From an optimization exercise on the open Yosys and OpenROAD flow, aimed at small area, a short achievable clock period and few clock cycles; shortcuts taken in it are not production practice.
RTL that was checked went through simulation tests only; none was proved equivalent to the original.
For runs 1 and 3 to 7, only the layout was checked, not whether the RTL still works.
No activity file was given, so power comes from the tool's default toggle rates.

### flow/run.sh
#!/bin/bash
# synth_recipe.tcl (not shown) runs the flow's synth.tcl, then flattens the netlist and writes it again
# the make line also repeats each setting of config.mk as NAME=value (left out here)
make -C /OpenROAD-flow-scripts/flow DESIGN_CONFIG=/design/flow/config.mk WORK_HOME=/design/flow/orfs CLKGATE_MAP_FILE= SYNTH_SCRIPT=/design/flow/synth_recipe.tcl finish
### flow/design.v
module layer1(
input clk,
input reset_n,
input waitrequest,
input readdatavalid,
input [15:0] readdata,
output chipselect,
output [1:0] byteenable,
output reg read_n,
output reg write_n,
output reg [15:0] writedata,
output reg [31:0] address,
input ready,
output reg done
);
	localparam K  = 8;           
	localparam KW = 3;           
	localparam M  = 7;           
	localparam MW = 3;           
	localparam [10:0] IC0   = 11'd992;    
	localparam [10:0] ICEND = 11'd1776;   
	localparam [6:0]  Q0    = 7'd40;      
	localparam [6:0]  QEND  = 7'd65;      
	localparam [17:0] WB0   = 18'd400;    
	localparam [17:0] ROW   = 18'd784;    
	assign chipselect = 1'b1;
	assign byteenable = 2'b11;
	reg run;                  
	reg fin;                  
	reg clr;                  
	reg wph;                  
	reg rq_img, rq_wt, rq_wr;
	wire active = rq_img | rq_wt | rq_wr;
	wire acc_ok = active & ~waitrequest;
	reg [10:0] ic;            
	reg [6:0]  q;             
	reg [17:0] wb;            
	reg [KW-1:0] kk;          
	reg [MW-1:0] ahead;       
	reg [MW-1:0] avail;       
	reg [M-1:0]  mk;
	wire [M+1:0] mkx = {mk, 2'b00};
	wire mk_cur  = mkx[avail + 1];
	wire mk_nxt  = mkx[avail];
	reg [7:0] tg;
	reg [3:0] nq;             
	wire [8:0] tgx = {tg, 1'b0};
	reg [15:0] acc [0:K-1];
	wire last_k = &kk;
	wire zc   = (avail != 0) & ~mk_cur;
	wire bc   = rq_wt & last_k & acc_ok;
	wire cons = zc | bc;
	reg rdv_q, rtg_q;
	reg [15:0] rd_q;
	wire img_resp = rdv_q & rtg_q;
	wire wt_resp  = rdv_q & ~rtg_q;
	wire nz = |rd_q;
	wire av1      = (avail != 0);
	wire av2      = (avail > 1);
	wire cons_pre = rq_wt ? last_k : (av1 & ~mk_cur);
	wire nxt_nz   = av2 & mk_nxt;
	wire nxt_wt   = rq_wt ? (~last_k | nxt_nz) : (av1 & (mk_cur | nxt_nz));
	wire ic_end   = rq_img ? (ic == ICEND - 1) : (ic == ICEND);
	wire ahead_ok = (rq_img & ~cons_pre) ? (ahead < M - 1) :
	                (~rq_img & cons_pre) ? 1'b1 : (ahead < M);
	wire nxt_img  = ~nxt_wt & ~ic_end & ahead_ok;
	wire slot = ~active | ~waitrequest;
	wire pass_end = run & ~wph & ~active & (ic == ICEND) & (ahead == 0) &
	                (nq == 0) & ~rdv_q;
	reg [17:0] wb_step;
	always @(*) begin
		if (rq_wt & last_k)
			wb_step = 18'd1 - ROW * (K - 1);
		else if (rq_wt | rq_wr)
			wb_step = ROW;
		else
			wb_step = 18'd1;
	end
	wire [17:0] wb_sum = wb + wb_step;
	wire [15:0] acc_sum = acc[0] + rd_q;
	wire wb_en = (rq_wt & acc_ok) | (rq_wr & acc_ok & ~last_k) | (~rq_wt & ~rq_wr & zc);
	integer j;
	always @(posedge clk) begin
		if (!reset_n) begin
			run <= 1'b0;
			fin <= 1'b0;
			clr <= 1'b0;
			wph <= 1'b0;
			rq_img <= 1'b0;
			rq_wt <= 1'b0;
			rq_wr <= 1'b0;
		end else if (!run) begin
			if (fin) begin
				if (!ready) fin <= 1'b0;
			end else if (ready) begin
				run <= 1'b1;
				clr <= 1'b1;
				wph <= 1'b0;
			end
		end else begin
			if (clr) begin
				if (last_k) begin
					clr <= 1'b0;
					rq_img <= 1'b1;
				end
			end else if (slot) begin
				if (wph) begin
					if (last_k) begin
						wph <= 1'b0;
						rq_wr <= 1'b0;
						if (q == QEND - 1) begin
							run <= 1'b0;
							fin <= 1'b1;
						end else begin
							rq_img <= 1'b1;
						end
					end
				end else if (pass_end) begin
					wph <= 1'b1;
					rq_wr <= 1'b1;
				end else begin
					rq_wt <= nxt_wt;
					rq_img <= nxt_img;
				end
			end
		end
	end
	always @(posedge clk) begin
		if (!run) begin
			ic <= IC0;
			q <= Q0;
			wb <= WB0;
			kk <= 0;
			ahead <= 0;
			avail <= 0;
			nq <= 0;
		end else begin
			if (rq_img & acc_ok)
				ic <= ic + 1'b1;
			else if (wph & acc_ok & last_k)
				ic <= IC0;
			if (rq_wr & acc_ok & last_k)
				q <= q + 1'b1;
			if (wb_en)
				wb <= wb_sum;
			if (((rq_wt | rq_wr) & acc_ok) | clr)
				kk <= kk + 1'b1;
			ahead <= ahead + (rq_img & acc_ok) - cons;
			avail <= avail + img_resp - cons;
			nq <= nq + ((rq_img | rq_wt) & acc_ok) - readdatavalid;
		end
	end
	always @(posedge clk) begin
		if ((rq_img | rq_wt) & acc_ok)
			tg <= {tg[6:0], rq_img};
		rdv_q <= readdatavalid & run;
		rtg_q <= tgx[nq];
		rd_q <= readdata;
		if (img_resp)
			mk <= {mk[M-2:0], nz};
	end
	always @(posedge clk) begin
		if (wt_resp | clr | (rq_wr & acc_ok)) begin
			for (j = 0; j < K - 1; j = j + 1)
				acc[j] <= acc[j + 1];
			acc[K - 1] <= wt_resp ? acc_sum : 16'd0;
		end
	end
	always @(*) begin
		read_n = ~(rq_img | rq_wt);
		write_n = ~rq_wr;
		address = ({32{rq_img}} & {12'd0, 8'h92, ic, 1'b0}) |
		          ({32{rq_wt}}  & {13'd0, wb, 1'b0}) |
		          ({32{rq_wr}}  & {12'd0, 9'hC3, q, kk, 1'b0});
		writedata = acc[0];
		done = fin & ready;
	end
endmodule
### flow/constraint.sdc
create_clock -name core_clock -period 5.0 [get_ports {clk}]
set_input_delay 1.0000 -clock core_clock [delete_from_list [all_inputs] [get_ports {clk}]]
set_output_delay 1.0000 -clock core_clock [all_outputs]
set_load 0.01 [all_outputs]
### flow/config.mk
export PLATFORM = sky130hd
export DESIGN_NAME = layer1
export DESIGN_NICKNAME = layer1
export VERILOG_FILES = /design/flow/design.v
export SDC_FILE = /design/flow/constraint.sdc
export NUM_CORES = 4
export LEC_CHECK = 0
export ABC_CLOCK_PERIOD_IN_PS = 2500
export CAP_MARGIN = 20
export CORE_MARGIN = 2
export CORE_UTILIZATION = 40
export PLACE_DENSITY = 0.6
export SETUP_SLACK_MARGIN = 2.4
export SLEW_MARGIN = 20
==> flow_summary.ini, run 1 <==
[worst_setup_path]
critPathKind = reg2out
cp_max_fo = 7
r2r_cells = 12
cp.required_ns = 4.00
arrival_ns = 1.71
crit_path_end_kind = primary output
crit_path_start_kind = flop

[cells_and_area]
area_growth_pct = 24.9
drive_above_1_share_pct = 18.7
final_util_pct = 50.9
multiInputGateArea_um2 = 3500
seq_area_um2 = 5800
fillerInstances = 1989
instances_no_fill = 1146
fin_nets = 906
diodes = 0

[clock_tree]
numCtsBuffers = 24
clock_latency_ns = 0.52
cts.sinks = 217
htreeDepth = 1
clkTransAtPathRegs_ns = 0.06
clockRootBuffer = clkbuf_16
cts_tree = done
hold_buffers = 0
cts.path.max_buffers = 3

[status]
status = timing/DRC/antenna clean

[logic_synthesis]
synth_most_common_cell = edfxtp_1
yosys.area.top_type = edfxtp_1
synth_edf_count = 143
ys_seq_area_share_pct = 62.3
synth_cells = 747
synth.distinct_cells = 63
synth_area_um2 = 9270
yosysWarnings = 2
avgSynthCellArea_um2 = 12.4
async_flop_share_pct = 0
synth_seq_cells = 217
synth_top_area_share_pct = 46.3
synth_common_cells = edfxtp_1 (143), dfxtp_1 (74), nand2_1 (63)
synth_top_flop_cell = edfxtp_1
synth_area_leaders = edfxtp_1 (46%), dfxtp_1 (16%), ha_1 (5.1%)

[routing]
via_count = 5890
ant_nets = 0
routed_wl_um = 18700
wl_per_cell_um = 16.3
vias_per_cell = 5.14
drc = 0
dr.pass1.iters = 5
drt_iter0_markers = 441

[sta]
rsz0062_at_grt = yes
period_minus_slack_ns = 2.71
finalSetupTns_ns = 0
drv_slew = 0
slew_headroom_pct = 52.0
period_share_pct = 54.2
finClkSkew_ns = 0.0222
max_freq_mhz = 369
finalSetupViolCount = 0
worst_slew_pin_slew_ns = 0.719
finalHoldViolations = 0

[min_path]
min_path_type = reg2reg
hold_path_depth = 0

[global_route]
grtUsageMet3_pct = 2.44
grt-busiest-layer = met2
grt_first_pass_wirelength_um = 29400
grt_overflow = 0
grt_util_met1_pct = 22.5
antenna_found_initial = 0
grt_start_max_net_pins = 59
use_met2_pct = 23.0
grt_usage_pct = 15.2
grt_pass1_vias = 5499

[place]
finalWeightedCongestion = 0.808
portBuffers = 58
place_inst = 1067
dp_hpwl_um = 11700

[die]
die_x_um = 156
row_count = 55
core-area_um2 = 22700
initial_core_util_pct = 40.8
dieArea_um2 = 24400
io_pins = 75
die_y_um = 156

[pwr]
power_density_nw_per_um2 = 442
leakagePower_nw = 4.44
vdd_drop_max_v = 0.000230

[flow_run]
maxCapViolCount = 0
critical path, stage by stage (launching register included):
cell	delay, ns
dfxtp_4	0.36
buf_12	0.13
buf_12	0.12
a222oi_1	0.36
inv_1	0.07
buf_2	0.14
worst paths after layout:
check                                start          to  slack (ns)
worst min register to register  acc[7][10]  acc[6][10]        0.42
worst min-delay path            acc[7][10]  acc[6][10]        0.42
worst max-delay path                rq_img  address[3]        2.29
worst max register to register    avail[0]    avail[2]        2.33
routing by layer:
metal	vias up	wire length, um
met3	30	846
met2	122	8300
li1	2890	-
met4	0	402
met1	2848	9190
met5	-	0
flip-flops by register name, summed over array words and instances, names as in the netlist, 3 cells and up:
| name | flops |
|---|---|
| acc | 128 |
| ahead | 3 |
| avail | 3 |
| ic | 11 |
| kk | 3 |
| mk | 7 |
| nq | 4 |
| q | 7 |
| rd_q | 16 |
| tg | 8 |
| wb | 18 |
area by class of cell:
cell class	count	share of cell area, %
timing repair buffer	97	7.81
multi-input combinational	461	30.3
tap	285	3.08
inverter	42	1.37
clock inverter	15	1.75
clock buffer	29	5.62
sequential	217	50.1
where the power goes:
group,switching [mW],internal (mW),leakage [nW]
Combinational,0.515,0.447,2.05
Sequential,0.107,2.16,1.98
Clock,0.699,1.18,0.418
Total,1.32,3.79,4.44
cell families (layout without fill, tap and decap cells):
logic type | count (synthesis) | in the layout | share of synthesized area (%)
other | 2 | 16 | 0.0810
buffers and inverters | 84 | 183 | 4.28
adders and majority gates | 43 | 43 | 6.10
AOI/OAI and AO/OA | 127 | 128 | 9.57
muxes | 17 | 17 | 2.12
and+or+nand+nor | 219 | 219 | 11.9
DFF | 217 | 217 | 62.3
xor gates and xnor gates | 38 | 38 | 3.59
stage by stage:
stage	hold WS [ns]	area, um2	setup slack (ns)	power (mW)
4_1_cts	0.418	11300	2.29	5.10
3_3_place_gp	0.401	10100	1.34	3.04
3_5_place_dp	0.405	10100	1.28	3.06
2_1_floorplan	0.400	9350	2.22	2.85
6_report	0.416	11600	2.29	5.11
5_1_grt	0.415	11600	2.23	5.35
layout by cell type (no fill, tap or decap), drive strengths merged, types with 4 or more instances in the layout:
cell type	n
a211oi	5
a21o	9
a21oi	28
a222oi	10
a22oi	4
a31oi	7
and2	34
and3	11
buf	51
bufinv	5
clkbuf	30
clkdlybuf4s50	35
clkinv	10
conb	16
dfxtp	74
dlygate4sd2	10
edfxtp	143
fa	4
ha	38
inv	41
mux2i	14
nand2	63
nand3	15
nor2	39
nor2b	16
nor3	12
nor3b	4
nor4	7
o21a	7
o21ai	26
o32ai	4
xnor2	20
xor2	18
what timing repair did:
item                       CTS  global route
pin swaps                   27            20
gates resized for setup    118            31
setup buffers               24            10
gates cloned                 1             0
setup endpoints to repair  125           110
==> run 2: changes to the inputs <==
--- a/flow/design.v
+++ b/flow/design.v
@@ -50,11 +50,10 @@
 	wire zc   = (avail != 0) & ~mk_cur;
 	wire bc   = rq_wt & last_k & acc_ok;
 	wire cons = zc | bc;
-	reg rdv_q, rtg_q;
-	reg [15:0] rd_q;
-	wire img_resp = rdv_q & rtg_q;
-	wire wt_resp  = rdv_q & ~rtg_q;
-	wire nz = |rd_q;
+	wire rtg      = tgx[nq];
+	wire img_resp = readdatavalid & rtg;
+	wire wt_resp  = readdatavalid & ~rtg;
+	wire nz = |readdata;
 	wire av1      = (avail != 0);
 	wire av2      = (avail > 1);
 	wire cons_pre = rq_wt ? last_k : (av1 & ~mk_cur);
@@ -66,7 +65,7 @@
 	wire nxt_img  = ~nxt_wt & ~ic_end & ahead_ok;
 	wire slot = ~active | ~waitrequest;
 	wire pass_end = run & ~wph & ~active & (ic == ICEND) & (ahead == 0) &
-	                (nq == 0) & ~rdv_q;
+	                (nq == 0);
 	reg [17:0] wb_step;
 	always @(*) begin
 		if (rq_wt & last_k)
@@ -77,7 +76,7 @@
 			wb_step = 18'd1;
 	end
 	wire [17:0] wb_sum = wb + wb_step;
-	wire [15:0] acc_sum = acc[0] + rd_q;
+	wire [15:0] acc_sum = acc[0] + readdata;
 	wire wb_en = (rq_wt & acc_ok) | (rq_wr & acc_ok & ~last_k) | (~rq_wt & ~rq_wr & zc);
 	integer j;
 	always @(posedge clk) begin
@@ -153,9 +152,6 @@
 	always @(posedge clk) begin
 		if ((rq_img | rq_wt) & acc_ok)
 			tg <= {tg[6:0], rq_img};
-		rdv_q <= readdatavalid & run;
-		rtg_q <= tgx[nq];
-		rd_q <= readdata;
 		if (img_resp)
 			mk <= {mk[M-2:0], nz};
 	end
==> flow_summary.ini, run 2 <==
[status]
status = timing/DRC/antenna clean

[pwr]
leakagePower_nw = 4.08
seqPwrFrac_pct = 47.5
p_switching_mw = 1.60
power.total_mw = 5.31
swShare_pct = 30.1
power.share.combinational_pct = 27.1
internal_power_mw = 3.71
vdd_drop_max_v = 0.000256
clkPwrFrac_pct = 25.4
power_density_nw_per_um2 = 485

[sta]
rsz0062_at_grt = yes
finalSetupTns_ns = 0
drv_slew = 0
setup_ws_ns = 2.40
max_freq_mhz = 384
finalSetupViolCount = 0
slew_headroom_pct = 31.6
finalHoldViolations = 0
holdWs_ns = 0.415
period_minus_slack_ns = 2.60
period_share_pct = 52.1
finClkSkew_ns = 0.0111
worst_slew_pin_slew_ns = 1.03

[worst_setup_path]
crit_path_start_kind = primary input
cp_max_fo = 32
critPathKind = in2reg
arrival_ns = 2.68
cp.required_ns = 5.08
crit_path_end_kind = flop

[logic_synthesis]
avgSynthCellArea_um2 = 12.0
yosysWarnings = 2
synth_area_leaders = edfxtp_1 (49%), dfxtp_1 (13%), ha_1 (5.4%)
synth_seq_cells = 199
yosys.area.top_type = edfxtp_1
synth_most_common_cell = edfxtp_1
synth.distinct_cells = 69
synth_edf_count = 143
synth_area_um2 = 8810
async_flop_share_pct = 0
ys_seq_area_share_pct = 61.4
synth_common_cells = edfxtp_1 (143), nor2_1 (76), nand2_1 (64)
synth_top_flop_cell = edfxtp_1
synth_cells = 733
synth_top_area_share_pct = 48.7

[routing]
drt_iter0_markers = 392
ant_nets = 0
via_count = 5779
drc = 0
wl_per_cell_um = 16.6
dr.pass1.iters = 5
routed_wl_um = 18400
vias_per_cell = 5.22

[global_route]
grt_usage_pct = 15.3
grt_overflow = 0
grt_first_pass_wirelength_um = 28300
antenna_found_initial = 0
grt_pass1_vias = 5337
grt_start_max_net_pins = 65

[cells_and_area]
final_util_pct = 50.3
top_regs = acc x128, wb x18, ic x11
diodes = 0
instances_no_fill = 1107
final_area_um2 = 10900
regMostFlops = acc
fin_nets = 877
drive_above_1_share_pct = 18.5
layout_commonest_cell = edfxtp_1
largest_register_ffs = 128
layout_common_cells = edfxtp_1 (143), nor2_1 (74), nand2_1 (60)
area_growth_pct = 24.1

[place]
portBuffers = 58
dp_hpwl_um = 11400
place_inst = 1050
finalWeightedCongestion = 0.812
dpl_cell_area_um2 = 9680
dp_slack_ns = 1.47

[die]
die_y_um = 152
io_pins = 75
row_count = 54
dieArea_um2 = 23200
core-area_um2 = 21800
die_x_um = 152
initial_core_util_pct = 40.5

[clock_tree]
clkTransAtPathRegs_ns = 0.07
numCtsBuffers = 17
htreeDepth = 4
cts.sinks = 199
clockRootBuffer = clkbuf_16
cts_tree = done
cts.path.max_buffers = 2
hold_buffers = 0
clock_latency_ns = 0.43

[flow_run]
maxCapViolCount = 0

[min_path]
min_path_type = reg2reg
run 2: changes by cell type after synthesis, moves of 3 or more:
cell,before,now
xnor2_1,20,23
o21ai_1,0,7
o21a_1,7,4
and3_1,11,6
o21ai_0,26,23
dfxtp_1,74,56
nand3_1,15,22
and2_1,33,9
xor2_1,18,15
nor2b_1,16,6
nor2_1,39,76
run 2: kinds of logic (layout without fill, tap and decap cells):
family,Yosys count,in the layout,synth area share [%]
simple gates,221,224,11.5
flops,199,199,61.4
compound gates,127,128,10.0
buf+inv,85,161,4.44
fa+ha+maj,43,43,6.42
xor+xnor,38,38,3.78
mux,18,18,2.34
other cells,2,16,0.0852
run 2: area by class of cell:
cell class | instances | area, um2
inverter | 45 | 169
clock buffer | 17 | 425
timing repair buffer | 84 | 783
multi-input combinational | 467 | 3610
fill | 1914 | 10800
tap | 280 | 350
clock inverter | 15 | 159
sequential | 199 | 5440
run 2: power groups by stage:
stage | Clock [mW] | Combinational, mW | Sequential, mW
finish | 1.35 | 1.44 | 2.52
global route | 1.46 | 1.58 | 2.57
CTS | 1.39 | 1.23 | 2.52
detailed placement | 0 | 1.12 | 2.55
global placement | 0 | 1.11 | 2.55
floorplan | 0 | 0.823 | 2.49
run 2: worst paths after layout:
check | cells past startpoint | startpoint | slack, ns | endpoint
setup reg to reg | 14 | kk[1] | 2.46 | wb[14]
setup / recovery | 4 | waitrequest | 2.40 | acc[0][5]
hold reg to reg | 0 | acc[3][1] | 0.42 | acc[2][1]
hold / removal | 0 | acc[3][1] | 0.42 | acc[2][1]
run 2: repair_timing:
| action | CTS | global route |
|---|---|---|
| setup buffers | 7 | 12 |
| pin swaps | 22 | 32 |
| setup endpoints to repair | 183 | 162 |
| resized for setup | 105 | 62 |
| gates cloned | 3 | 3 |
run 2: critical path, cell delays in order:
cell and delay [ns]:
clkdlybuf4s18_2 0.33, inv_1 0.16, a21oi_2 0.80, nand2_8 0.36
run 2: layer usage:
metal / track usage, % / up-vias / wire length [um]
met5: 0 / - / 0
met4: 4.37 / 0 / 159
met3: 3.27 / 11 / 650
met2: 23.2 / 111 / 8520
met1: 22.4 / 2853 / 9030
li1: - / 2804 / -
Testbench counts of run 2, summed over its fixed seeds: cycles 953,835.
==> run 3: changes to the inputs <==
--- a/flow/design.v
+++ b/flow/design.v
@@ -39,9 +39,8 @@
 	reg [MW-1:0] ahead;       
 	reg [MW-1:0] avail;       
 	reg [M-1:0]  mk;
-	wire [M+1:0] mkx = {mk, 2'b00};
-	wire mk_cur  = mkx[avail + 1];
-	wire mk_nxt  = mkx[avail];
+	wire mk_cur  = mk[0];
+	wire mk_nxt  = mk[1];
 	reg [7:0] tg;
 	reg [3:0] nq;             
 	wire [8:0] tgx = {tg, 1'b0};
@@ -55,6 +54,10 @@
 	wire wt_resp  = readdatavalid & ~rtg;
 	wire nz = |readdata;
 	wire av1      = (avail != 0);
+	wire [MW-1:0] ahead_inc = ahead + 1'b1;
+	wire [MW-1:0] ahead_dec = ahead - 1'b1;
+	wire [MW-1:0] avail_inc = avail + 1'b1;
+	wire [MW-1:0] avail_dec = avail - 1'b1;
 	wire av2      = (avail > 1);
 	wire cons_pre = rq_wt ? last_k : (av1 & ~mk_cur);
 	wire nxt_nz   = av2 & mk_nxt;
@@ -144,16 +147,27 @@
 				wb <= wb_sum;
 			if (((rq_wt | rq_wr) & acc_ok) | clr)
 				kk <= kk + 1'b1;
-			ahead <= ahead + (rq_img & acc_ok) - cons;
-			avail <= avail + img_resp - cons;
+			if ((rq_img & acc_ok) & ~cons)
+				ahead <= ahead_inc;
+			else if (~(rq_img & acc_ok) & cons)
+				ahead <= ahead_dec;
+			if (img_resp & ~cons)
+				avail <= avail_inc;
+			else if (~img_resp & cons)
+				avail <= avail_dec;
 			nq <= nq + ((rq_img | rq_wt) & acc_ok) - readdatavalid;
 		end
 	end
 	always @(posedge clk) begin
 		if ((rq_img | rq_wt) & acc_ok)
 			tg <= {tg[6:0], rq_img};
-		if (img_resp)
-			mk <= {mk[M-2:0], nz};
+		for (j = 0; j < M; j = j + 1) begin
+			if (cons)
+				mk[j] <= (img_resp && avail == j + 1) ? nz :
+				         (j == M - 1) ? 1'b0 : mk[j + 1];
+			else if (img_resp && avail == j)
+				mk[j] <= nz;
+		end
 	end
 	always @(posedge clk) begin
 		if (wt_resp | clr | (rq_wr & acc_ok)) begin
==> flow_summary.ini, run 3 <==
[status]
status = timing/DRC/antenna clean

[sta]
finalHoldViolations = 0
finalSetupViolCount = 0
rsz0062_at_grt = yes
worst_slew_pin_slew_ns = 0.533
setup_ws_ns = 2.40
max_freq_mhz = 385
finalSetupTns_ns = 0
slew_headroom_pct = 64.4
finClkSkew_ns = 0.0129
period_minus_slack_ns = 2.60
period_share_pct = 51.9
holdWs_ns = 0.417
drv_slew = 0

[routing]
ant_nets = 0
dr.pass1.iters = 4
wl_per_cell_um = 16.5
via_count = 6323
drc = 0
drt_iter0_markers = 476
routed_wl_um = 19700
vias_per_cell = 5.29

[global_route]
grt_overflow = 0
antenna_found_initial = 0
grt_start_max_net_pins = 65
grt_first_pass_wirelength_um = 31000
grt_usage_pct = 16.3
grt_pass1_vias = 6120

[place]
dpl_cell_area_um2 = 10100
dp_slack_ns = 1.36
dp_hpwl_um = 12300
portBuffers = 58
finalWeightedCongestion = 0.825

[logic_synthesis]
yosysWarnings = 2
ys_seq_area_share_pct = 57.8
synth_most_common_cell = edfxtp_1
avgSynthCellArea_um2 = 11.5
synth_seq_cells = 199
synth_top_area_share_pct = 44.4
synth_top_flop_cell = edfxtp_1
synth_cells = 805
synth_area_um2 = 9270
synth_edf_count = 137
synth.distinct_cells = 79
async_flop_share_pct = 0
synth_common_cells = edfxtp_1 (137), nor2_1 (69), dfxtp_1 (62)
synth_area_leaders = edfxtp_1 (44%), dfxtp_1 (13%), ha_1 (5.5%)
yosys.area.top_type = edfxtp_1

[cells_and_area]
final_area_um2 = 11600
diodes = 0
largest_register_ffs = 128
drive_above_1_share_pct = 20.1
area_growth_pct = 24.9
layout_commonest_cell = edfxtp_1
fin_nets = 963
regMostFlops = acc
layout_common_cells = edfxtp_1 (137), nor2_1 (66), nand2_1 (57)
top_regs = acc x128, wb x18, ic x11

[worst_setup_path]
critPathKind = reg2out
crit_path_start_kind = flop
cp.required_ns = 4.00
crit_path_end_kind = primary output
arrival_ns = 1.60
cp_max_fo = 7

[pwr]
power.total_mw = 4.76
power_density_nw_per_um2 = 411
leakagePower_nw = 4.58
vdd_drop_max_v = 0.000211

[die]
die_y_um = 156
die_x_um = 156
core-area_um2 = 22700
dieArea_um2 = 24400
row_count = 55
initial_core_util_pct = 40.8
io_pins = 75

[clock_tree]
cts_tree = done
clkTransAtPathRegs_ns = 0.08
clockRootBuffer = clkbuf_16
cts.sinks = 199
numCtsBuffers = 17
cts.path.max_buffers = 2
htreeDepth = 4
clock_latency_ns = 0.44

[flow_run]
maxCapViolCount = 0

[min_path]
min_path_type = reg2reg
==> run 3: changes by cell type after synthesis, moves of 5 or more <==
| cell | delta |
|---|---|
| a21oi_1 | +9 |
| clkbuf_1 | +5 |
| nand4_1 | +10 |
| and4_1 | +5 |
| nand2_1 | -5 |
| nor2_1 | -7 |
| dfxtp_1 | +6 |
| nand2b_1 | +5 |
| xnor2_1 | -10 |
| edfxtp_1 | -6 |
| nor3_1 | +6 |
| mux2i_1 | +5 |
| or3_1 | +8 |
==> run 3: power by group <==
group          internal, mW  leakage (nW)  switching (mW)
logic                 0.427          2.38           0.492
clock network         0.790         0.320           0.716
registers              2.20          1.88           0.129
==> run 3: final cells by class <==
cell class / count / area (um2)
Fill cell: 1974 / 11100
Sequential cell: 199 / 5380
Multi-Input combinational cell: 523 / 3950
Timing Repair Buffer: 111 / 1040
Clock buffer: 17 / 425
Tap cell: 285 / 357
Clock inverter: 15 / 236
Inverter: 46 / 188
==> run 3: what timing repair did <==
action / CTS / global route
hold buffers: 0 / 0
pin swaps: 23 / 35
setup buffers: 20 / 21
resized for setup: 102 / 70
endpoints found under the setup margin: 178 / 168
cloned: 3 / 1
==> run 3: path summary, 6_finish.rpt <==
kind	from	end	slack, ns	depth (start not counted)
setup / recovery	rq_wt	address[3]	2.40	4
hold / removal	acc[3][14]	acc[2][14]	0.42	0
setup reg to reg	rq_wt	wb[13]	2.43	12
hold reg to reg	acc[3][14]	acc[2][14]	0.42	0
==> run 3: per-stage QoR <==
step	utilization (%)	std cells
global route	51.0	1196
global placement	44.5	1119
detailed placement	44.5	1119
finish	51.0	1196
floorplan	-	819
CTS	49.2	1174
==> run 3: cell families after synthesis <==
| kind of cell | after synthesis | share of synthesized area [%] |
|---|---|---|
| muxes | 23 | 2.65 |
| and+or+nand+nor | 251 | 13.5 |
| adders and majority gates | 46 | 6.40 |
| xor gates and xnor gates | 28 | 2.65 |
| buffers and inverters | 97 | 4.93 |
| DFF | 199 | 57.8 |
| other | 2 | 0.0810 |
| AOI/OAI and AO/OA | 159 | 12.1 |
==> run 3: critical path, stage by stage, from the launching register on <==
cell	delay, ns
dfxtp_4	0.38
buf_4	0.14
a222oi_1	0.42
inv_1	0.08
clkbuf_2	0.14
==> run 3: per-layer routing <==
layer / track usage (%) / up-vias / routed length (um)
li1: - / 3116 / -
met1: 21.6 / 3024 / 9250
met2: 26.6 / 159 / 9300
met3: 3.63 / 24 / 933
met4: 5.55 / 0 / 254
met5: 0 / - / 0
==> run 4: changes to the inputs <==
==> flow/flow/run.sh (new file) <==
#!/bin/bash
# Layout: the standard flow (standard.sh, synthesis included, unchanged)
# with two resizer choices changed: ports get buf_4 buffers instead of the
# smallest buffer cell, and timing repair may change a cell's footprint when
# it resizes it. The whole make output goes to flow.log; ORFS keeps each
# step's own log under orfs/logs/.
set -euo pipefail
sed 's|"\${@:-finish}"|BUFFER_PORTS_ARGS="-buffer_cell sky130_fd_sc_hd__buf_4" MATCH_CELL_FOOTPRINT=0 "${@:-finish}"|' standard.sh > standard_mod.sh
grep -q 'MATCH_CELL_FOOTPRINT=0' standard_mod.sh
bash standard_mod.sh > flow.log 2>&1
==> flow/standard.sh (new file) <==
#!/bin/bash
# synth_recipe.tcl (not shown) runs the flow's synth.tcl, then flattens the netlist and writes it again
# the make line also repeats each setting of config.mk as NAME=value (left out here)
make -C /OpenROAD-flow-scripts/flow DESIGN_CONFIG=/design/flow/config.mk WORK_HOME=/design/flow/orfs CLKGATE_MAP_FILE= SYNTH_SCRIPT=/design/flow/synth_recipe.tcl "${@:-finish}"
removed: flow/run.sh
==> flow_summary.ini, run 4 <==
[logic_synthesis]
synth_top_area_share_pct = 44.4
synth_common_cells = edfxtp_1 (137), nor2_1 (69), dfxtp_1 (62)
avgSynthCellArea_um2 = 11.5
yosys.area.top_type = edfxtp_1
synth_cells = 805
synth_top_flop_cell = edfxtp_1
synth_most_common_cell = edfxtp_1
synth.distinct_cells = 79
yosysWarnings = 2
synth_area_leaders = edfxtp_1 (44%), dfxtp_1 (13%), ha_1 (5.5%)
synth_seq_cells = 199
ys_seq_area_share_pct = 57.8
synth_area_um2 = 9270
async_flop_share_pct = 0
synth_edf_count = 137

[cells_and_area]
fillerInstances = 2072
seq_area_um2 = 5370
diodes = 0
largest_register_ffs = 128
fin_nets = 936
drive_above_1_share_pct = 18.7
multiInputGateArea_um2 = 3720
instances_no_fill = 1169
layout_common_cells = edfxtp_1 (137), buf_4 (77), nor2_1 (66)
top_regs = acc x128, wb x18, ic x11
regMostFlops = acc
area_growth_pct = 18.0
layout_commonest_cell = edfxtp_1
final_area_um2 = 10900

[global_route]
grt_first_pass_wirelength_um = 30100
grt_start_max_net_pins = 57
grt_usage_pct = 15.8
grt_pass1_vias = 5671
antenna_found_initial = 0
grt_overflow = 0

[die]
core-area_um2 = 22700
die_y_um = 156
initial_core_util_pct = 40.8
io_pins = 75
die_x_um = 156
dieArea_um2 = 24400
row_count = 55

[clock_tree]
clockRootBuffer = clkbuf_16
numCtsBuffers = 17
clock_latency_ns = 0.44
htreeDepth = 4
cts.path.max_buffers = 2
clkTransAtPathRegs_ns = 0.08
cts_tree = done
cts.sinks = 199

[routing]
ant_nets = 0
drt_iter0_markers = 564
via_count = 6250
vias_per_cell = 5.35
routed_wl_um = 19200
drc = 0
dr.pass1.iters = 6
wl_per_cell_um = 16.5

[sta]
drv_slew = 0
slew_headroom_pct = 51.4
finalSetupTns_ns = 0
finalHoldViolations = 0
holdWs_ns = 0.414
period_minus_slack_ns = 2.55
rsz0062_at_grt = yes
finalSetupViolCount = 0
max_freq_mhz = 392
finClkSkew_ns = 0.0146
worst_slew_pin_slew_ns = 0.728
period_share_pct = 51.0

[worst_setup_path]
startpoint = kk[1]
cp_top_family = compound AO/OA/AOI/OAI gates
cpMostUsedCell = ha_4
crit_buf_inv = 1
cp.required_ns = 5.37
critPathKind = reg2reg
critPathSlowestCell = or4_4
slowest_delay_ns = 0.42
crit_path_end_kind = flop
r2r-start = kk[1]
crit_chain = ha_4 > ha_4 > nand2_4 > nand2_4 > inv_2 > ha_4 > a41o_1 > and3_4 > a31o_4 > or4_4 > a31o_1 > a21oi_2
crit_path_start_kind = flop
cp_max_fo = 5
arrival_ns = 2.92

[pwr]
leakagePower_nw = 4.29
power.total_mw = 4.48
power_density_nw_per_um2 = 410
vdd_drop_max_v = 0.000265

[min_path]
min_path_type = reg2reg
min_from = acc[4][2]

[place]
dp_hpwl_um = 12700
finalWeightedCongestion = 0.815
place_inst = 1118
portBuffers = 58
dpl_cell_area_um2 = 9940

[flow_run]
maxCapViolCount = 0

[status]
status = timing/DRC/antenna clean
## run 4: cell counts after synthesis
No cell type changed its count.
## run 4: final cells by class
class | instances | share of cell area, %
flip-flops and latches | 199 | 49.1
multi-input cells | 523 | 34.0
repair buffers | 84 | 6.40
clock buffers | 17 | 3.89
well taps | 285 | 3.26
clock inverters | 15 | 1.72
inverters | 46 | 1.62
## run 4: through the flow
stage                     util [%]  worst slack [ns]
after floorplan                  -             -2.81
after global placement        43.8              2.03
after detailed placement      43.8              1.99
after CTS                     47.3              2.35
after global routing          48.2              2.36
final                         48.2              2.45
## run 4: where the power goes
part | switching [mW] | internal (mW)
logic | 0.442 | 0.316
registers | 0.129 | 2.20
clock network | 0.706 | 0.686
total | 1.28 | 3.21
## run 4: final timing paths
path | endpoint | cells after the start | slack [ns]
max | wb[13] | 12 | 2.45
min reg2reg | acc[3][2] | 0 | 0.41
max reg2reg | wb[13] | 12 | 2.45
min | acc[3][2] | 0 | 0.41
## run 4: cell families after synthesis
| logic type | synth area share (%) |
|---|---|
| simple gates | 13.5 |
| flops | 57.8 |
| compound gates | 12.1 |
| buf+inv | 4.93 |
| fa+ha+maj | 6.40 |
| xor+xnor | 2.65 |
| mux | 2.65 |
| other cells | 0.0810 |
## run 4: repair_timing
item,4_1_cts,5_1_grt
setup buffers,5,11
endpoints found under the setup margin,163,131
gates cloned,2,1
resized for setup,32,24
pin swaps,6,11
hold buffers,0,0
## run 4: per-layer routing
| layer | up-vias | global-route usage, % | part of all wire (%) |
|---|---|---|---|
| met5 | - | 0 | 0 |
| li1 | 3071 | - | - |
| met2 | 172 | 25.5 | 47 |
| met3 | 16 | 3.13 | 4.9 |
| met1 | 2991 | 21.5 | 47 |
| met4 | 0 | 4.94 | 1.3 |
==> run 5: changes to the inputs <==
--- a/flow/design.v
+++ b/flow/design.v
@@ -39,25 +39,22 @@
 	reg [MW-1:0] ahead;       
 	reg [MW-1:0] avail;       
 	reg [M-1:0]  mk;
-	wire mk_cur  = mk[0];
-	wire mk_nxt  = mk[1];
+	wire [M+1:0] mkx = {mk, 2'b00};
+	wire mk_cur  = mkx[avail + 1];
+	wire mk_nxt  = mkx[avail];
 	reg [7:0] tg;
 	reg [3:0] nq;             
-	wire [8:0] tgx = {tg, 1'b0};
+	wire [9:0] tgx = {tg, 2'b00};
+	reg rtg;                  
 	reg [15:0] acc [0:K-1];
 	wire last_k = &kk;
 	wire zc   = (avail != 0) & ~mk_cur;
 	wire bc   = rq_wt & last_k & acc_ok;
 	wire cons = zc | bc;
-	wire rtg      = tgx[nq];
 	wire img_resp = readdatavalid & rtg;
 	wire wt_resp  = readdatavalid & ~rtg;
 	wire nz = |readdata;
 	wire av1      = (avail != 0);
-	wire [MW-1:0] ahead_inc = ahead + 1'b1;
-	wire [MW-1:0] ahead_dec = ahead - 1'b1;
-	wire [MW-1:0] avail_inc = avail + 1'b1;
-	wire [MW-1:0] avail_dec = avail - 1'b1;
 	wire av2      = (avail > 1);
 	wire cons_pre = rq_wt ? last_k : (av1 & ~mk_cur);
 	wire nxt_nz   = av2 & mk_nxt;
@@ -147,27 +144,20 @@
 				wb <= wb_sum;
 			if (((rq_wt | rq_wr) & acc_ok) | clr)
 				kk <= kk + 1'b1;
-			if ((rq_img & acc_ok) & ~cons)
-				ahead <= ahead_inc;
-			else if (~(rq_img & acc_ok) & cons)
-				ahead <= ahead_dec;
-			if (img_resp & ~cons)
-				avail <= avail_inc;
-			else if (~img_resp & cons)
-				avail <= avail_dec;
+			ahead <= ahead + (rq_img & acc_ok) - cons;
+			avail <= avail + img_resp - cons;
 			nq <= nq + ((rq_img | rq_wt) & acc_ok) - readdatavalid;
+			if (readdatavalid)
+				rtg <= (nq > 1) ? tgx[nq] : rq_img;
+			else if (nq == 0)
+				rtg <= rq_img;
 		end
 	end
 	always @(posedge clk) begin
 		if ((rq_img | rq_wt) & acc_ok)
 			tg <= {tg[6:0], rq_img};
-		for (j = 0; j < M; j = j + 1) begin
-			if (cons)
-				mk[j] <= (img_resp && avail == j + 1) ? nz :
-				         (j == M - 1) ? 1'b0 : mk[j + 1];
-			else if (img_resp && avail == j)
-				mk[j] <= nz;
-		end
+		if (img_resp)
+			mk <= {mk[M-2:0], nz};
 	end
 	always @(posedge clk) begin
 		if (wt_resp | clr | (rq_wr & acc_ok)) begin
--- a/flow/config.mk
+++ b/flow/config.mk
@@ -10,5 +10,5 @@
 export CORE_MARGIN = 2
 export CORE_UTILIZATION = 40
 export PLACE_DENSITY = 0.6
-export SETUP_SLACK_MARGIN = 2.4
+export SETUP_SLACK_MARGIN = 2.7
 export SLEW_MARGIN = 20
==> flow_summary.ini, run 5 <==
[routing]
dr.pass1.iters = 8
drc = 0
via_count = 6088
drt_iter0_markers = 422
wl_per_cell_um = 16.7
ant_nets = 0
vias_per_cell = 5.26
routed_wl_um = 19300

[cells_and_area]
layout_commonest_cell = edfxtp_1
drive_above_1_share_pct = 29.6
fin_nets = 923
area_growth_pct = 26.1
largest_register_ffs = 128
top_regs = acc x128, wb x18, ic x11
diodes = 0
layout_common_cells = edfxtp_1 (144), buf_4 (89), nor2_1 (64)
final_area_um2 = 11500
regMostFlops = acc

[status]
status = timing/DRC/antenna clean

[clock_tree]
numCtsBuffers = 17
cts.sinks = 200
cts.path.max_buffers = 2
cts_tree = done
htreeDepth = 4
clock_latency_ns = 0.44
hold_buffers = 0
clkTransAtPathRegs_ns = 0.09
clockRootBuffer = clkbuf_16

[worst_setup_path]
crit_path_end_kind = flop
cpMostUsedCell = ha_4
startpoint = kk[0]
cp_max_fo = 3
critPathSlowestCell = or4b_4
slowest_delay_ns = 0.52
critPathKind = reg2reg
arrival_ns = 2.90
crit_path_start_kind = flop
crit_chain = ha_4 > ha_4 > nand2_4 > nand2_4 > ha_4 > ha_4 > a41o_4 > a41oi_2 > or4b_4 > a21o_1 > a21oi_2 > mux2i_1
cp.required_ns = 5.37
r2r-start = kk[0]

[logic_synthesis]
synth_seq_cells = 200
avgSynthCellArea_um2 = 12.1
synth.distinct_cells = 72
synth_top_flop_cell = edfxtp_1
yosysWarnings = 2
synth_area_leaders = edfxtp_1 (47%), dfxtp_1 (12%), ha_1 (5.3%)
synth_cells = 757
async_flop_share_pct = 0
synth_area_um2 = 9130
synth_edf_count = 144
synth_common_cells = edfxtp_1 (144), nor2_1 (67), dfxtp_1 (56)
ys_seq_area_share_pct = 59.6
yosys.area.top_type = edfxtp_1
synth_most_common_cell = edfxtp_1
synth_top_area_share_pct = 47.3

[place]
portBuffers = 58
dpl_cell_area_um2 = 10000
finalWeightedCongestion = 0.849
dp_hpwl_um = 12400
dp_slack_ns = 2.03

[pwr]
vdd_drop_max_v = 0.000247
power.share.combinational_pct = 14.7
power_density_nw_per_um2 = 364
leakagePower_nw = 4.38
internal_power_mw = 3.03
p_switching_mw = 1.16
clkPwrFrac_pct = 35.4
swShare_pct = 27.6
seqPwrFrac_pct = 49.9

[die]
row_count = 55
die_x_um = 155
die_y_um = 155
io_pins = 75
core-area_um2 = 22500
dieArea_um2 = 24100
initial_core_util_pct = 40.6

[global_route]
grt_start_max_net_pins = 64
antenna_found_initial = 0
grt_usage_pct = 16.3
grt_overflow = 0
grt_pass1_vias = 5716
grt_first_pass_wirelength_um = 30700

[sta]
finClkSkew_ns = 0.0133
finalSetupViolCount = 0
worst_slew_pin_slew_ns = 0.738
drv_slew = 0
holdWs_ns = 0.415
finalHoldViolations = 0
finalSetupTns_ns = 0
rsz0062_at_grt = yes
max_freq_mhz = 395
slew_headroom_pct = 50.8
period_share_pct = 50.6
period_minus_slack_ns = 2.53
setup_ws_ns = 2.47

[flow_run]
maxCapViolCount = 0

[min_path]
min_from = acc[7][0]
min_path_type = reg2reg
-- run 5: final timing paths --
path | to | slack (ns) | cells past startpoint
max | wb[14] | 2.47 | 12
min | acc[6][0] | 0.41 | 0
min reg2reg | acc[6][0] | 0.41 | 0
max reg2reg | wb[14] | 2.47 | 12
-- run 5: through the flow --
stage	utilization, %	cells	power (mW)
4_1_cts	49.7	1138	4.19
3_5_place_dp	44.5	1072	2.64
2_1_floorplan	-	771	2.47
3_3_place_gp	44.5	1072	2.63
5_1_grt	51.2	1157	4.38
6_report	51.2	1157	4.19
-- run 5: routing by layer --
layer  routed length (um)  part of all wire (%)  global-route usage (%)  up-vias
met5                    0                     0                       0        -
met4                  265                   1.4                    5.25        0
met3                  825                   4.3                    2.92       22
met2                 8870                    46                    25.2      133
met1                 9350                    48                    23.4     2988
li1                     -                     -                       -     2945
-- run 5: power groups by stage --
stage | clock network (mW) | logic, mW | registers (mW)
floorplan | 0 | 0.370 | 2.10
global placement | 0 | 0.500 | 2.13
detailed placement | 0 | 0.505 | 2.14
CTS | 1.52 | 0.573 | 2.10
global route | 1.58 | 0.686 | 2.11
finish | 1.49 | 0.614 | 2.09
-- run 5: logic make-up (layout without fill, tap and decap cells) --
logic type	Yosys count	count (layout)	synth area share, %
buffers and inverters	92	191	4.74
other	2	16	0.0822
muxes	27	27	3.58
xor gates and xnor gates	34	34	3.26
AOI/OAI and AO/OA	126	126	9.85
DFF	200	200	59.6
adders and majority gates	45	45	6.45
and+or+nand+nor	231	233	12.4
-- run 5: final cells by class --
class,count,area (um2)
tap,285,357
inverter,46,184
clock inverter,15,228
multi-input combinational,481,3870
sequential,200,5470
timing repair buffer,113,982
clock buffer,17,425
fill,1936,11000
-- run 5: repair_timing --
action	in CTS	in global routing
pin swaps	32	30
cloned	1	2
buffers inserted	33	17
endpoints found under the setup margin	121	109
resized for setup	57	43
-- run 5: worst max-delay path: cells and delay by family (launching register included) --
family                   cells  cell delay (ns)
AO/OA/AOI/OAI                4             0.71
adder cells (fa/ha/maj)      4             0.57
flip-flops                   1             0.36
multiplexers                 1             0.18
AND/OR/NAND/NOR              3             0.64
==> run 6: changes to the inputs <==
--- a/flow/config.mk
+++ b/flow/config.mk
@@ -10,5 +10,5 @@
 export CORE_MARGIN = 2
 export CORE_UTILIZATION = 40
 export PLACE_DENSITY = 0.6
-export SETUP_SLACK_MARGIN = 2.7
+export SETUP_SLACK_MARGIN = 2.4
 export SLEW_MARGIN = 20
==> flow_summary.ini, run 6 <==
[routing]
via_count = 5921
dr.pass1.iters = 6
routed_wl_um = 18500
vias_per_cell = 5.21
drt_iter0_markers = 397
wl_per_cell_um = 16.3
ant_nets = 0
drc = 0

[cells_and_area]
drive_above_1_share_pct = 21.0
area_growth_pct = 19.1
largest_register_ffs = 128
diodes = 0
final_area_um2 = 10900
fillerInstances = 1999
layout_common_cells = edfxtp_1 (144), buf_4 (89), nor2_1 (67)
layout_commonest_cell = edfxtp_1
regMostFlops = acc
top_regs = acc x128, wb x18, ic x11
multiInputGateArea_um2 = 3520
fin_nets = 903
seq_area_um2 = 5470

[global_route]
grt_usage_pct = 15.4
grt_pass1_vias = 5408
antenna_found_initial = 0
grt_start_max_net_pins = 68
grt_overflow = 0
grt_first_pass_wirelength_um = 28900

[die]
row_count = 55
initial_core_util_pct = 40.6
core-area_um2 = 22500
die_y_um = 155
io_pins = 75
dieArea_um2 = 24100
die_x_um = 155

[logic_synthesis]
avgSynthCellArea_um2 = 12.1
synth_common_cells = edfxtp_1 (144), nor2_1 (67), dfxtp_1 (56)
synth.distinct_cells = 72
synth_cells = 757
async_flop_share_pct = 0
yosysWarnings = 2
synth_seq_cells = 200
ys_seq_area_share_pct = 59.6
synth_area_um2 = 9130
synth_most_common_cell = edfxtp_1
synth_area_leaders = edfxtp_1 (47%), dfxtp_1 (12%), ha_1 (5.3%)
yosys.area.top_type = edfxtp_1
synth_top_flop_cell = edfxtp_1
synth_top_area_share_pct = 47.3
synth_edf_count = 144

[sta]
rsz0062_at_grt = yes
drv_slew = 0
holdWs_ns = 0.414
period_minus_slack_ns = 2.64
finalHoldViolations = 0
slew_headroom_pct = 52.1
max_freq_mhz = 379
period_share_pct = 52.8
finClkSkew_ns = 0.0142
finalSetupViolCount = 0
worst_slew_pin_slew_ns = 0.719
finalSetupTns_ns = 0

[worst_setup_path]
r2r_cells = 11
ff2ff_setup_slack_ns = 2.36
slowest_delay_ns = 0.38
crit_path_start_kind = flop
critPathKind = reg2reg
critPathSlowestCell = ha_1
arrival_ns = 3.00
crit_path_end_kind = flop
crit_buf_inv = 1
cp.required_ns = 5.36
cp_max_fo = 16
crit_chain = ha_4 > ha_4 > nand2_4 > clkinvlp_4 > ha_1 > nand4_1 > o32ai_1 > and3_1 > a211oi_2 > mux2i_1 > mux2i_1
r2r-start = kk[0]
r2r-end = wb[17]
cp_top_family = adder cells

[clock_tree]
hold_buffers = 0
numCtsBuffers = 17
cts.path.max_buffers = 2
htreeDepth = 4
cts_tree = done
cts.sinks = 200
clkTransAtPathRegs_ns = 0.09
clockRootBuffer = clkbuf_16
clock_latency_ns = 0.44

[place]
finalWeightedCongestion = 0.843
dp_hpwl_um = 12200
portBuffers = 58
dpl_cell_area_um2 = 9830

[min_path]
hold_end = acc[1][9]
min_from = acc[2][9]
hold_path_depth = 0
min_path_type = reg2reg

[pwr]
power_density_nw_per_um2 = 369
power.share.combinational_pct = 13.2
clkPwrFrac_pct = 34.7
vdd_drop_max_v = 0.000207
internal_power_mw = 2.92
swShare_pct = 27.2
leakagePower_nw = 4.24
p_switching_mw = 1.09
seqPwrFrac_pct = 52.1

[flow_run]
maxCapViolCount = 0

[status]
status = timing/DRC/antenna clean
==> run 6: timing repair <==
| item | 4_1_cts | 5_1_grt |
|---|---|---|
| hold endpoints to repair | 0 | 0 |
| endpoints found under the setup margin | 31 | 27 |
| gates cloned | 0 | 1 |
| pin swaps | 8 | 6 |
| gates resized for setup | 28 | 11 |
| buffers inserted | 9 | 23 |
==> run 6: cell type report <==
| cell class | instances | area share, % |
|---|---|---|
| clock buffer | 17 | 3.91 |
| clock inverter | 15 | 1.78 |
| inverter | 46 | 1.62 |
| multi-input combinational | 480 | 32.3 |
| sequential | 200 | 50.2 |
| tap | 285 | 3.28 |
| timing repair buffer | 94 | 6.85 |
==> run 6: worst max-delay path by stage <==
| stage | startpoint | end | slack (ns) | depth (start not counted) |
|---|---|---|---|---|
| 6_report | kk[0] | wb[17] | 2.36 | 11 |
| 2_1_floorplan | readdatavalid | acc[0][0] | 2.39 | 3 |
| 3_3_place_gp | kk[1] | wb[17] | 1.86 | 11 |
| 3_5_place_dp | kk[1] | wb[17] | 1.76 | 11 |
| 5_1_grt | kk[0] | wb[17] | 2.24 | 11 |
| 4_1_cts | kk[0] | wb[17] | 2.37 | 11 |
==> run 6: through the flow <==
stage	cells	util, %	worst slack [ns]	power, mW
2_1_floorplan	771	-	2.39	2.46
3_3_place_gp	1072	43.7	1.86	2.61
3_5_place_dp	1072	43.7	1.76	2.62
4_1_cts	1113	47.4	2.37	4.03
5_1_grt	1137	48.4	2.24	4.20
6_report	1137	48.4	2.36	4.01
==> run 6: cell families after synthesis <==
kind of cell	count (synthesis)	share of synthesized area, %
compound gates	126	9.85
xor+xnor	34	3.26
fa+ha+maj	45	6.45
buf+inv	92	4.74
flops	200	59.6
mux	27	3.58
other cells	2	0.0822
simple gates	231	12.4
==> run 6: metal layers <==
metal	track usage [%]	vias up	part of all wire [%]
li1	-	2910	-
met1	23.2	2877	51
met2	22.2	118	44
met3	2.84	16	3.8
met4	5.29	0	1.3
met5	0	-	0
==> run 6: power groups by stage <==
stage / Sequential (mW) / Combinational, mW / Clock, mW
6_report: 2.09 / 0.531 / 1.39
4_1_cts: 2.09 / 0.507 / 1.43
3_5_place_dp: 2.13 / 0.487 / 0
3_3_place_gp: 2.13 / 0.484 / 0
5_1_grt: 2.11 / 0.595 / 1.49
2_1_floorplan: 2.10 / 0.356 / 0
==> run 7: changes to the inputs <==
--- a/flow/config.mk
+++ b/flow/config.mk
@@ -8,7 +8,7 @@
 export ABC_CLOCK_PERIOD_IN_PS = 2500
 export CAP_MARGIN = 20
 export CORE_MARGIN = 2
-export CORE_UTILIZATION = 40
-export PLACE_DENSITY = 0.6
-export SETUP_SLACK_MARGIN = 2.4
+export CORE_UTILIZATION = 55
+export PLACE_DENSITY = 0.7
+export SETUP_SLACK_MARGIN = 2.45
 export SLEW_MARGIN = 20
==> flow_summary.ini, run 7 <==
[status]
status = timing/DRC/antenna clean

[worst_setup_path]
crit_path_end_kind = primary output
arrival_ns = 1.60
cp.required_ns = 4.00
r2r-start = kk[1]
crit_path_start_kind = flop
ff2ff_setup_slack_ns = 2.43
r2r_cells = 12
cp_max_fo = 6
critPathKind = reg2out
startpoint = rq_wt
r2r-end = wb[14]

[die]
row_count = 47
core-area_um2 = 16400
io_pins = 75
die_x_um = 133
dieArea_um2 = 17700
initial_core_util_pct = 55.7
die_y_um = 133

[logic_synthesis]
synth_cells = 757
yosysWarnings = 2
synth_common_cells = edfxtp_1 (144), nor2_1 (67), dfxtp_1 (56)
synth_top_flop_cell = edfxtp_1
synth.distinct_cells = 72
avgSynthCellArea_um2 = 12.1
yosys.area.top_type = edfxtp_1
ys_seq_area_share_pct = 59.6
synth_area_um2 = 9130
synth_most_common_cell = edfxtp_1
async_flop_share_pct = 0
synth_top_area_share_pct = 47.3
synth_seq_cells = 200
synth_edf_count = 144
synth_area_leaders = edfxtp_1 (47%), dfxtp_1 (12%), ha_1 (5.3%)

[pwr]
power.share.combinational_pct = 13.4
leakagePower_nw = 4.23
clkPwrFrac_pct = 35.0
swShare_pct = 26.0
seqPwrFrac_pct = 51.6
vdd_drop_max_v = 0.000298
p_switching_mw = 1.06
power.total_mw = 4.06
power_density_nw_per_um2 = 372
internal_power_mw = 3.00

[cells_and_area]
drive_above_1_share_pct = 23.1
area_growth_pct = 19.5
regMostFlops = acc
final_util_pct = 66.5
top_regs = acc x128, wb x18, ic x11
fin_nets = 910
layout_common_cells = edfxtp_1 (144), buf_4 (96), nor2_1 (67)
diodes = 0
largest_register_ffs = 128
layout_commonest_cell = edfxtp_1

[sta]
worst_slew_pin_slew_ns = 0.631
period_minus_slack_ns = 2.60
slew_headroom_pct = 58.0
finalSetupViolCount = 0
period_share_pct = 52.0
finalHoldViolations = 0
finalSetupTns_ns = 0
drv_slew = 0
finClkSkew_ns = 0.0125
rsz0062_at_grt = yes
max_freq_mhz = 385

[global_route]
grt_start_max_net_pins = 109
antenna_found_initial = 0
grt_first_pass_wirelength_um = 29600
grt_overflow = 0
grt_pass1_vias = 5820
grt_usage_pct = 21.5

[routing]
drc = 0
vias_per_cell = 5.73
via_count = 6181
met2_length_um = 9040
routed_wl_um = 19100
drt_iter0_markers = 481
wl_per_cell_um = 17.7
ant_nets = 0
top_layer_used = met4
wl_met1_um = 8620
dr.pass1.iters = 7
dr_wl_met3_um = 1140

[min_path]
hold_end = acc[2][7]
min_path_type = reg2reg
hold_path_depth = 0
min_from = acc[3][7]

[place]
dp_hpwl_um = 12300
portBuffers = 58
finalWeightedCongestion = 0.870

[clock_tree]
clock_latency_ns = 0.44
cts_tree = done
htreeDepth = 4
clockRootBuffer = clkbuf_16
clkTransAtPathRegs_ns = 0.08
numCtsBuffers = 17
hold_buffers = 0
cts.path.max_buffers = 2
cts.sinks = 200

[flow_run]
maxCapViolCount = 0
[run 7: cell counts after synthesis]
Identical to the previous run, type by type.
[run 7: cells by family (layout without fill, tap and decap cells)]
logic type      Yosys count  after routing  share of synthesized area, %
xor+xnor                 34             34                          3.26
compound gates          126            126                          9.85
flops                   200            200                          59.6
mux                      27             27                          3.58
other cells               2             16                        0.0822
simple gates            231            231                          12.4
fa+ha+maj                45             45                          6.45
buf+inv                  92            180                          4.74
[run 7: metrics by stage]
| step | hold WS (ns) | instances | setup slack, ns | area [um2] |
|---|---|---|---|---|
| finish | 0.412 | 1079 | 2.40 | 10900 |
| global route | 0.421 | 1079 | 2.34 | 10900 |
| CTS | 0.416 | 1052 | 2.41 | 10600 |
| detailed placement | 0.405 | 1005 | 1.83 | 9770 |
| global placement | 0.401 | 1005 | 1.91 | 9770 |
| floorplan | 0.400 | 771 | 2.39 | 9320 |
[run 7: how the worst max path moves through the flow]
stage	endpoint	slack, ns	cells past startpoint
CTS	wb[14]	2.41	12
finish	address[11]	2.40	4
global route	wb[14]	2.34	12
detailed placement	wb[17]	1.83	11
global placement	wb[17]	1.91	11
floorplan	acc[0][0]	2.39	3
[run 7: metal layers]
layer / up-vias / global-route usage, %
met2: 204 / 32.9
met1: 3031 / 30.2
met4: 0 / 7.83
li1: 2918 / -
met3: 28 / 4.75
met5: - / 0
[run 7: final cells by class]
class / count / area (um2)
Inverter: 46 / 176
Clock buffer: 18 / 429
Sequential cell: 200 / 5470
Clock inverter: 14 / 180
Timing Repair Buffer: 102 / 800
Multi-Input combinational cell: 479 / 3580
Fill cell: 1194 / 5490
Tap cell: 220 / 275
[run 7: timing repair]
| action | 4_1_cts | 5_1_grt |
|---|---|---|
| endpoints found under the setup margin | 32 | 19 |
| setup buffers | 15 | 27 |
| pin swaps | 7 | 12 |
| gates resized for setup | 22 | 28 |
[run 7: worst max-delay path, cell delays in order (launching register included)]
cell and delay, ns:
dfxtp_4 0.38, buf_2 0.17, buf_4 0.15, a221o_1 0.33, buf_4 0.15
[run 7: power groups by stage]
stage | clock (mW) | combinational, mW | sequential [mW]
6_report | 1.42 | 0.543 | 2.09
5_1_grt | 1.50 | 0.601 | 2.11
4_1_cts | 1.45 | 0.510 | 2.10
3_5_place_dp | 0 | 0.483 | 2.14
3_3_place_gp | 0 | 0.468 | 2.13
2_1_floorplan | 0 | 0.358 | 2.10
==> run 8: changes to the inputs <==
--- a/flow/design.v
+++ b/flow/design.v
@@ -44,13 +44,13 @@
 	wire mk_nxt  = mkx[avail];
 	reg [7:0] tg;
 	reg [3:0] nq;             
-	wire [9:0] tgx = {tg, 2'b00};
-	reg rtg;                  
+	wire [8:0] tgx = {tg, 1'b0};
 	reg [15:0] acc [0:K-1];
 	wire last_k = &kk;
 	wire zc   = (avail != 0) & ~mk_cur;
 	wire bc   = rq_wt & last_k & acc_ok;
 	wire cons = zc | bc;
+	wire rtg      = tgx[nq];
 	wire img_resp = readdatavalid & rtg;
 	wire wt_resp  = readdatavalid & ~rtg;
 	wire nz = |readdata;
@@ -147,10 +147,6 @@
 			ahead <= ahead + (rq_img & acc_ok) - cons;
 			avail <= avail + img_resp - cons;
 			nq <= nq + ((rq_img | rq_wt) & acc_ok) - readdatavalid;
-			if (readdatavalid)
-				rtg <= (nq > 1) ? tgx[nq] : rq_img;
-			else if (nq == 0)
-				rtg <= rq_img;
 		end
 	end
 	always @(posedge clk) begin
--- a/flow/config.mk
+++ b/flow/config.mk
@@ -8,7 +8,7 @@
 export ABC_CLOCK_PERIOD_IN_PS = 2500
 export CAP_MARGIN = 20
 export CORE_MARGIN = 2
-export CORE_UTILIZATION = 55
-export PLACE_DENSITY = 0.7
-export SETUP_SLACK_MARGIN = 2.45
+export CORE_UTILIZATION = 40
+export PLACE_DENSITY = 0.6
+export SETUP_SLACK_MARGIN = 2.5
 export SLEW_MARGIN = 20
==> flow_summary.ini, run 8 <==
[global_route]
grt_util_met1_pct = 23.5
grt-busiest-layer = met2
antenna_found_initial = 0
grt_usage_pct = 16.0
grtUsageMet3_pct = 2.65
grt_overflow = 0
use_met2_pct = 24.0
grt_start_max_net_pins = 65
grt_pass1_vias = 5563
grt_first_pass_wirelength_um = 29500

[pwr]
leakagePower_nw = 4.10
power_density_nw_per_um2 = 495
power.total_mw = 5.44
vdd_drop_max_v = 0.000320

[routing]
via_count = 5795
vias_per_cell = 5.23
routed_wl_um = 18900
drt_iter0_markers = 395
drc = 0
dr.pass1.iters = 4
ant_nets = 0
wl_per_cell_um = 17.0

[die]
die_y_um = 152
core-area_um2 = 21800
die_x_um = 152
dieArea_um2 = 23200
initial_core_util_pct = 40.5
row_count = 54
io_pins = 75

[clock_tree]
hold_buffers = 0
clockRootBuffer = clkbuf_16
numCtsBuffers = 17
cts.sinks = 199
clock_latency_ns = 0.43
cts_tree = done
clkTransAtPathRegs_ns = 0.08
cts.path.max_buffers = 2
htreeDepth = 4

[sta]
finalSetupTns_ns = 0
worst_slew_pin_slew_ns = 1.15
finalSetupViolCount = 0
slew_headroom_pct = 23.1
finClkSkew_ns = 0.0148
period_share_pct = 50.5
rsz0062_at_grt = yes
finalHoldViolations = 0
max_freq_mhz = 396
period_minus_slack_ns = 2.53
drv_slew = 0

[worst_setup_path]
crit_path_end_kind = primary output
cp_max_fo = 14
arrival_ns = 1.53
slowest_delay_ns = 0.37
critPathKind = reg2out
crit_path_start_kind = flop
cp.required_ns = 4.00
ff2ff_setup_slack_ns = 2.54
critPathSlowestCell = a222oi_1
crit_chain = buf_12 > a222oi_1 > inv_1 > buf_4

[cells_and_area]
diodes = 0
top_regs = acc x128, wb x18, ic x11
fin_nets = 879
largest_register_ffs = 128
regMostFlops = acc
layout_commonest_cell = edfxtp_1
area_growth_pct = 24.5
drive_above_1_share_pct = 24.7
layout_common_cells = edfxtp_1 (143), buf_4 (75), nor2_1 (74)
final_util_pct = 50.4

[logic_synthesis]
synth_top_flop_cell = edfxtp_1
synth_area_um2 = 8810
synth_most_common_cell = edfxtp_1
synth_cells = 733
yosys.area.top_type = edfxtp_1
synth_seq_cells = 199
async_flop_share_pct = 0
avgSynthCellArea_um2 = 12.0
synth.distinct_cells = 69
synth_common_cells = edfxtp_1 (143), nor2_1 (76), nand2_1 (64)
synth_area_leaders = edfxtp_1 (49%), dfxtp_1 (13%), ha_1 (5.4%)
synth_top_area_share_pct = 48.7
yosysWarnings = 2
synth_edf_count = 143
ys_seq_area_share_pct = 61.4

[flow_run]
maxCapViolCount = 0

[place]
portBuffers = 58
finalWeightedCongestion = 0.837
dp_hpwl_um = 12000

[min_path]
min_path_type = reg2reg

[status]
status = timing/DRC/antenna clean
==> run 8: worst paths after layout <==
| check | from | to | cells after the start |
|---|---|---|---|
| hold / removal | acc[7][11] | acc[6][11] | 0 |
| hold reg to reg | acc[7][11] | acc[6][11] | 0 |
| setup reg to reg | rq_wt | wb[14] | 14 |
| setup / recovery | rq_wt | address[8] | 4 |
==> run 8: cell families after synthesis <==
family / count (synthesis) / synth area share, %
XOR/XNOR: 38 / 3.78
adder cells (fa/ha/maj): 43 / 6.42
flip-flops: 199 / 61.4
multiplexers: 18 / 2.34
buffers and inverters: 85 / 4.44
AND/OR/NAND/NOR: 221 / 11.5
other: 2 / 0.0852
AO/OA/AOI/OAI: 127 / 10.0
==> run 8: power by group <==
part	internal [mW]	switching (mW)	total (mW)	leakage, nW
clock network	0.750	0.731	1.48	0.311
registers	2.33	0.188	2.52	1.87
logic	0.637	0.796	1.43	1.92
==> run 8: timing repair <==
item                       in CTS  in global routing
resized for setup              65                 43
pin swaps                      32                 30
setup endpoints to repair     172                161
gates cloned                    4                  2
buffers inserted               14                  8
==> run 8: metal layers <==
layer	routed length, um	up-vias
li1	-	2801
met1	9360	2850
met2	8530	120
met3	619	24
met4	361	0
met5	0	-
==> run 8: worst max-delay path: cells and delay by family (launching register included) <==
kind | cells | cell delay (ns)
compound gates | 1 | 0.37
buf+inv | 3 | 0.36
flops | 1 | 0.36
==> run 8: cell type report <==
| class | count | area, um2 |
|---|---|---|
| fillers | 1892 | 10800 |
| clock buffers | 17 | 425 |
| inverters | 45 | 176 |
| clock inverters | 15 | 231 |
| well taps | 280 | 350 |
| repair buffers | 86 | 744 |
| multi-input cells | 467 | 3600 |
| flip-flops and latches | 199 | 5440 |
==> run 8: per-stage QoR <==
step / hold WS [ns] / cells / setup WS, ns / cell area, um2
after floorplan: 0.400 / 747 / 2.23 / 8950
after global placement: 0.401 / 1049 / 1.97 / 9540
after detailed placement: 0.405 / 1049 / 1.89 / 9540
after CTS: 0.410 / 1099 / 2.42 / 10600
after global routing: 0.417 / 1109 / 2.32 / 11000
final: 0.413 / 1109 / 2.47 / 11000
Testbench counts of run 8, summed over its fixed seeds: cycles 953,835.
==> run 9: changes to the inputs <==
--- a/flow/config.mk
+++ b/flow/config.mk
@@ -10,5 +10,5 @@
 export CORE_MARGIN = 2
 export CORE_UTILIZATION = 40
 export PLACE_DENSITY = 0.6
-export SETUP_SLACK_MARGIN = 2.5
+export SETUP_SLACK_MARGIN = 2.4
 export SLEW_MARGIN = 20
==> flow_summary.ini, run 9 <==
[status]
status = timing/DRC/antenna clean

[logic_synthesis]
ys_seq_area_share_pct = 61.4
synth_top_flop_cell = edfxtp_1
synth_cells = 733
yosys.area.top_type = edfxtp_1
synth.distinct_cells = 69
synth_common_cells = edfxtp_1 (143), nor2_1 (76), nand2_1 (64)
synth_area_um2 = 8810
yosysWarnings = 2
async_flop_share_pct = 0
synth_area_leaders = edfxtp_1 (49%), dfxtp_1 (13%), ha_1 (5.4%)
synth_top_area_share_pct = 48.7
synth_most_common_cell = edfxtp_1
synth_edf_count = 143
avgSynthCellArea_um2 = 12.0
synth_seq_cells = 199

[die]
row_count = 54
initial_core_util_pct = 40.5
io_pins = 75
die_y_um = 152
die_x_um = 152
dieArea_um2 = 23200
core-area_um2 = 21800

[flow_run]
maxCapViolCount = 0

[worst_setup_path]
crit_path_end_kind = flop
ff2ff_setup_slack_ns = 2.44
r2r_cells = 11
cp_num_cells = 11
crit_buf_inv = 2
arrival_ns = 2.88
r2r-end = avail[2]
critPathKind = reg2reg
slowest_delay_ns = 0.50
critPathSlowestCell = mux4_2
cp.required_ns = 5.33
r2r-start = avail[0]
cp_max_fo = 6
crit_path_start_kind = flop
crit_chain = mux4_2 > and2_4 > or2_4 > nand2_4 > ha_4 > inv_2 > ha_4 > inv_2 > fa_2 > xnor2_2 > nor2_1
cp_top_family = adder cells

[cells_and_area]
diodes = 0
layout_common_cells = edfxtp_1 (143), nor2_1 (74), buf_4 (71)
final_area_um2 = 10800
fin_nets = 872
top_regs = acc x128, wb x18, ic x11
largest_register_ffs = 128
fillerInstances = 1912
regMostFlops = acc
drive_above_1_share_pct = 22.4
area_growth_pct = 22.1
final_util_pct = 49.4
layout_commonest_cell = edfxtp_1

[place]
dp_slack_ns = 1.80
portBuffers = 58
dpl_cell_area_um2 = 9520
dp_hpwl_um = 11800
finalWeightedCongestion = 0.807

[routing]
drt_iter0_markers = 435
routed_wl_um = 18700
vias_per_cell = 5.24
ant_nets = 0
wl_per_cell_um = 16.9
via_count = 5772
drc = 0
dr.pass1.iters = 7

[pwr]
vdd_drop_max_v = 0.000265
power.total_mw = 5.28
power_density_nw_per_um2 = 490
leakagePower_nw = 4.04

[sta]
finalSetupViolCount = 0
worst_slew_pin_slew_ns = 1.06
finClkSkew_ns = 0.0153
period_share_pct = 51.2
finalSetupTns_ns = 0
period_minus_slack_ns = 2.56
drv_slew = 0
rsz0062_at_grt = yes
max_freq_mhz = 391
setup_ws_ns = 2.44
slew_headroom_pct = 29.1
finalHoldViolations = 0

[clock_tree]
numCtsBuffers = 17
htreeDepth = 4
cts_tree = done
hold_buffers = 0
cts.path.max_buffers = 2
clockRootBuffer = clkbuf_16
cts.sinks = 199
clock_latency_ns = 0.45
clkTransAtPathRegs_ns = 0.08

[min_path]
min_from = acc[2][8]
min_path_type = reg2reg
hold_path_depth = 0
hold_end = acc[1][8]

[global_route]
antenna_found_initial = 0
grt_usage_pct = 16.0
grt_pass1_vias = 5517
grt_overflow = 0
grt_first_pass_wirelength_um = 29400
grt_start_max_net_pins = 65
## run 9: worst register-to-register path: stages, from the launching register on
cell     delay (ns)
dfxtp_4        0.39
mux4_2         0.50
and2_4         0.21
or2_4          0.27
nand2_4        0.09
ha_4           0.20
inv_2          0.06
ha_4           0.12
inv_2          0.03
fa_2           0.38
xnor2_2        0.16
nor2_1         0.05
## run 9: worst max-delay path by stage
| stage | from | endpoint |
|---|---|---|
| floorplan | readdata[0] | acc[7][14] |
| global placement | nq[1] | acc[6][5] |
| detailed placement | nq[1] | acc[2][6] |
| CTS | nq[1] | acc[2][12] |
| global route | rq_wt | wb[15] |
| finish | avail[0] | avail[2] |
## run 9: final cells by class
| cell class | instances | area [um2] | share of cell area [%] |
|---|---|---|---|
| inverter | 45 | 169 | 1.57 |
| clock buffer | 17 | 425 | 3.95 |
| timing repair buffer | 79 | 668 | 6.21 |
| tap | 280 | 350 | 3.26 |
| clock inverter | 15 | 184 | 1.71 |
| sequential | 199 | 5440 | 50.6 |
| multi-input combinational | 467 | 3520 | 32.7 |
## run 9: cell families after synthesis
logic type	synth area share, %
AO/OA/AOI/OAI	10.0
XOR/XNOR	3.78
adder cells (fa/ha/maj)	6.42
buffers and inverters	4.44
flip-flops	61.4
multiplexers	2.34
other	0.0852
AND/OR/NAND/NOR	11.5
## run 9: stage by stage
| stage | cells | hold slack (ns) |
|---|---|---|
| detailed placement | 1049 | 0.405 |
| CTS | 1086 | 0.413 |
| finish | 1102 | 0.407 |
| floorplan | 747 | 0.400 |
| global route | 1102 | 0.417 |
| global placement | 1049 | 0.400 |
## run 9: report_power, final
group	internal (mW)	switching (mW)	leakage [nW]
combinational	0.597	0.753	1.88
sequential	2.34	0.187	1.87
clock	0.685	0.718	0.296
## run 9: repair_timing
item	in CTS	in global routing
resized for setup	36	52
buffers inserted	4	11
setup endpoints to repair	157	161
pin swaps	10	26
gates cloned	1	5
endpoints found under the hold margin	0	0
## run 9: metal layers
layer	routed length, um	vias up	GRT usage (%)	share of wire, %
met5	0	-	0	0
met4	429	0	6.22	2.3
met3	1100	36	4.21	5.9
met2	8580	150	23.9	46
met1	8560	2794	22.3	46
li1	-	2792	-	-
